This is an optimization exercise on Yosys and OpenROAD, whose aim is small area, not a production implementation.
Where RTL was checked, it was by simulation tests only, not by an equivalence proof against the original.
Power is estimated from default activity; no workload was simulated.

==> flow/design.v <==
`timescale 1ns / 1ps
module uart_get_32bit_word(
    input  logic        clk, reset,
    input  logic        addr_query,
    input  logic [15:0] addr,
    input  logic        rx,
    output logic        tx,
    output logic        tx_debug,
    output logic        div_clk_debug,
    output logic        rx_debug,
    output logic        query_debug,
    output logic [6:0]  segments,
    output logic [7:0]  anodos
    );
    logic rst;
    assign rst = ~reset;
    logic [7:0] c;
    logic       d;
    logic       c_end, tick, fall;
    assign c_end = c[7] & c[6] & c[4] & c[1] & c[0];    
    assign tick  = c_end & ~d;
    assign fall  = c_end & d;
    always_ff @(posedge clk) begin
        if (rst | c_end) c <= 8'd142;
        else             c <= {c[6:0], c[7] ^ c[2]};
        if (rst)         d <= 1'b0;
        else if (c_end)  d <= ~d;
    end
    logic [15:0] e;
    logic        d1, e_end, step;
    logic [2:0]  digit;
    assign e_end = ~e[15] & ~e[13] & ~e[12] & ~e[11] & ~e[10] & ~e[8] & ~e[6] & ~e[4]
                 & ~e[3] & ~e[2] & ~e[1] & e[0];                  
    assign step  = e_end & ~d1;
    always_ff @(posedge clk) begin
        if (rst | e_end) e <= 16'd59750;
        else             e <= {e[14:0], e[15] ^ e[6]};
        if (rst)         d1 <= 1'b0;
        else if (e_end)  d1 <= ~d1;
        if (rst)         digit <= 3'd0;
        else if (step)   digit <= digit + 3'd1;
    end
    logic       pb_aux, pb_sync;
    logic [2:0] ps, ps_n;
    logic       pulse;
    assign ps_n[0] = pb_sync & (ps[0] | ~ps[1]);
    assign ps_n[1] = ps[0] & (pb_sync | ps[2]);
    assign ps_n[2] = ps[1] & ps[0] & (pb_sync | ps[2]);
    assign pulse   = ps[1] & ~ps[2];
    always_ff @(posedge clk) begin
        if (rst) begin
            pb_aux  <= 1'b0;
            pb_sync <= 1'b0;
        end else if (tick) begin
            pb_aux  <= addr_query;
            pb_sync <= pb_aux;
        end
        if (rst)       ps <= 3'd0;
        else if (fall) ps <= ps_n;
    end
    localparam logic [3:0] T_STOP = 4'd0, T_FINAL = 4'd1, T_IDLE = 4'd2,
                           T_LOAD = 4'd4, T_PRE = 4'd6;
    logic [3:0] tc;
    logic [4:0] tcnt;
    logic [1:0] tb;
    logic [7:0] tdata;
    logic       tbit_end;
    assign tbit_end = &tcnt;
    always_ff @(posedge clk) begin
        if (rst) tc <= T_IDLE;
        else if (tick) begin
            case (tc)
                T_IDLE:  if (pulse) tc <= T_LOAD;
                T_FINAL, T_LOAD, 4'd5, T_PRE: tc <= tc + 4'd1;
                T_STOP:  if (tbit_end) tc <= (tb == 2'd3) ? T_FINAL : T_LOAD;
                default: if (tbit_end) tc <= tc + 4'd1;
            endcase
        end
        if (tick) begin
            tcnt <= (tc == T_PRE) ? 5'd0 : tcnt + 5'd1;
            if (tc == T_IDLE) tb <= 2'd0;
            else if (tc == T_STOP && tbit_end) tb <= tb + 2'd1;
            if (tc == T_LOAD)
                tdata <= (tb == 2'd0) ? addr[7:0] : (tb == 2'd1) ? addr[15:8] : 8'd0;
        end
    end
    assign tx = tc[3] ? tdata[tc[2:0]] : ~(tc[2] & tc[1] & tc[0]);
    localparam logic [8:0] R_IDLE = 9'd304;
    logic [8:0] rp;
    logic       r_wait, r_samp, r_end;
    logic [7:0] rbyte;
    assign r_wait = rp[8] & rp[5] & rp[4] & rp[0];           
    assign r_samp = tick & (rp[4:0] == 5'd15);
    assign r_end  = r_samp & rp[8] & rp[5];                  
    always_ff @(posedge clk) begin
        if (rst) rp <= R_IDLE;
        else if (tick) begin
            if (r_wait) begin
                if (~rx) rp <= 9'd0;
            end else rp <= rp + 9'd1;
        end
        for (int i = 0; i < 8; i++)
            if (r_samp && rp[8:5] == 4'(i + 1)) rbyte[i] <= rx;
    end
    logic [2:0]  ws;
    logic [31:0] word;
    always_ff @(posedge clk) begin
        if (rst) ws <= 3'd0;
        else if (r_end && (ws[0] || rbyte == {6'd0, ws[2:1]} + 8'd1)) ws <= ws + 3'd1;
    end
    logic [7:0] wdata;
    assign wdata = rbyte & {8{reset}};
    always_ff @(posedge clk)
        for (int k = 0; k < 4; k++)
            if (rst || (tick && !r_end && ws == 3'(2*k + 1))) word[8*k +: 8] <= wdata;
    logic [3:0] nib;
    assign nib = word[4*digit +: 4];
    always_comb begin
        case (nib)
            4'd0:  segments = ~7'b1111110;
            4'd1:  segments = ~7'b0110000;
            4'd2:  segments = ~7'b1101101;
            4'd3:  segments = ~7'b1111001;
            4'd4:  segments = ~7'b0110011;
            4'd5:  segments = ~7'b1011011;
            4'd6:  segments = ~7'b1011111;
            4'd7:  segments = ~7'b1110000;
            4'd8:  segments = ~7'b1111111;
            4'd9:  segments = ~7'b1111011;
            4'd10: segments = ~7'b1110111;
            4'd11: segments = ~7'b0011111;
            4'd12: segments = ~7'b1001110;
            4'd13: segments = ~7'b0111101;
            4'd14: segments = ~7'b1001111;
            default: segments = ~7'b1000111;
        endcase
    end
    assign anodos = ~(8'd1 << digit);
    assign tx_debug      = tx;
    assign rx_debug      = rx;
    assign div_clk_debug = d;
    assign query_debug   = pulse;
endmodule
export LEC_CHECK = 0
export CAP_MARGIN = 20
export CORE_MARGIN = 2
export CORE_UTILIZATION = 40
export CTS_BUF_LIST = sky130_fd_sc_hd__clkbuf_8
export SLEW_MARGIN = 20
create_clock -name core_clock -period 10.0 [get_ports {clk}]
standard.sh (not shown) runs the stock make flow with config.mk's settings and CLKGATE_MAP_FILE= SYNTH_SCRIPT=/design/flow/synth_recipe.tcl, a recipe that flattens the netlist after the stock synthesis.
==> flow/flow/run.sh <==
#!/bin/bash
# Layout flow: the standard flow, with three changes:
#  - the combinational logic of the standard synthesis is re-mapped by ABC for
#    area (flip-flops untouched: same instances, names and cell types);
#  - ports are buffered with sky130_fd_sc_hd__buf_1;
#  - CTS inserts no dummy loads.
# Each tool writes its own log in this folder.
set -euo pipefail
LIB=$FLOW_HOME/platforms/$FLOW_PLATFORM/lib/sky130_fd_sc_hd__tt_025C_1v80.lib
YOSYS=$FLOW_HOME/../tools/install/yosys/bin/yosys
[ -x "$YOSYS" ] || YOSYS=yosys
export BUFFER_PORTS_ARGS="-buffer_cell sky130_fd_sc_hd__buf_1"
export CTS_ARGS="-sink_clustering_enable -repair_clock_nets -buf_list sky130_fd_sc_hd__clkbuf_8 -dont_use_dummy_load"
R=orfs/results/$FLOW_PLATFORM/uart_get_32bit_word/base
bash standard.sh synth > standard_synth.log 2>&1
cp $R/1_2_yosys.v $R/1_2_yosys_std.v
python3 flow/genmodels.py $LIB comb_models.v > genmodels.log 2>&1
sed -e "s|@LIB@|$LIB|g" -e "s|@IN@|$R/1_2_yosys_std.v|" -e "s|@OUT@|$R/1_2_yosys.v|" -e "s|@TOP@|$FLOW_TOP|" flow/reabc.ys.in > reabc.ys
$YOSYS -l reabc.log -q reabc.ys > reabc_stdout.log 2>&1
rm -f $R/1_synth.odb $R/1_synth.sdc
bash standard.sh > standard.log 2>&1
Other scripts of this flow, unchanged in this note and not shown: flow/flow/genmodels.py, flow/flow/reabc.ys.in
Then changed:
--- a/flow/design.v
+++ b/flow/design.v
@@ -37,9 +37,9 @@
         else             e <= {e[14:0], e[15] ^ e[6]};
         if (rst)         d1 <= 1'b0;
         else if (e_end)  d1 <= ~d1;
         if (rst)         digit <= 3'd0;
-        else if (step)   digit <= digit + 3'd1;
+        else             digit <= digit + {2'd0, step};
     end
     logic       pb_aux, pb_sync;
     logic [2:0] ps, ps_n;
     logic       pulse;
@@ -75,12 +75,13 @@
                 T_STOP:  if (tbit_end) tc <= (tb == 2'd3) ? T_FINAL : T_LOAD;
                 default: if (tbit_end) tc <= tc + 4'd1;
             endcase
         end
+        if (tick && tc == T_PRE) tcnt <= 5'd0;
+        else                     tcnt <= tcnt + {4'd0, tick};
+        if (tick && tc == T_IDLE) tb <= 2'd0;
+        else                      tb <= tb + {1'b0, tick && tc == T_STOP && tbit_end};
         if (tick) begin
-            tcnt <= (tc == T_PRE) ? 5'd0 : tcnt + 5'd1;
-            if (tc == T_IDLE) tb <= 2'd0;
-            else if (tc == T_STOP && tbit_end) tb <= tb + 2'd1;
             if (tc == T_LOAD)
                 tdata <= (tb == 2'd0) ? addr[7:0] : (tb == 2'd1) ? addr[15:8] : 8'd0;
         end
     end
@@ -92,22 +93,19 @@
     assign r_wait = rp[8] & rp[5] & rp[4] & rp[0];           
     assign r_samp = tick & (rp[4:0] == 5'd15);
     assign r_end  = r_samp & rp[8] & rp[5];                  
     always_ff @(posedge clk) begin
-        if (rst) rp <= R_IDLE;
-        else if (tick) begin
-            if (r_wait) begin
-                if (~rx) rp <= 9'd0;
-            end else rp <= rp + 9'd1;
-        end
+        if (rst)                        rp <= R_IDLE;
+        else if (tick && r_wait && ~rx) rp <= 9'd0;
+        else                            rp <= rp + {8'd0, tick & ~r_wait};
         for (int i = 0; i < 8; i++)
             if (r_samp && rp[8:5] == 4'(i + 1)) rbyte[i] <= rx;
     end
     logic [2:0]  ws;
     logic [31:0] word;
     always_ff @(posedge clk) begin
         if (rst) ws <= 3'd0;
-        else if (r_end && (ws[0] || rbyte == {6'd0, ws[2:1]} + 8'd1)) ws <= ws + 3'd1;
+        else     ws <= ws + {2'd0, r_end && (ws[0] || rbyte == {6'd0, ws[2:1]} + 8'd1)};
     end
     logic [7:0] wdata;
     assign wdata = rbyte & {8{reset}};
     always_ff @(posedge clk)
The new run produced a clean layout.
Final cell count hardly moves.
Sequential share of layout area went down by 0.38 points.
Routed wire length barely changes.
Power went up slightly.
Sequential power hardly moves.
Global-route usage went down by 0.21 points.
Non-clock buffer count went down by 5.
Combinational power went up by about a fifth.
Clock power stays flat.
Design area went down slightly.
Die area went down slightly.
Synthesized area went down slightly.
No functional check of the RTL was part of the first run of this note.

## static timing again, ports no longer ideal
The results above use ideal ports. As a check the final layouts listed here were re-extracted and re-timed, cells and wires unchanged.
Step 1 sets driving cells, clkbuf_16 on the clock port and buf_2 on the other inputs (assumed; they add their load-dependent delay and slew).
Step 2, shift: input delay + t, output delay - t, t = (earliest + latest rising clock arrival at the registers) / 2. This alone moves slack from input paths to output paths.
a / b / c = no drivers / after step 1 / after step 2; a / b = the first two.
run | shift t [ns] | slack for setup (ns) | hold slack, ns | latest minus earliest clock arrival (ns) | worst slew at a driven data input, ns
the first run | 0.374 | 4.319 / 4.288 / 4.663 | 0.412 / 0.412 / 0.412 | 0.033 / 0.033 | 0.03
the second run | 0.374 | 4.841 / 4.808 / 5.183 | 0.412 / 0.412 / 0.412 | 0.028 / 0.029 | 0.03
After both steps every run listed still meets setup and hold.
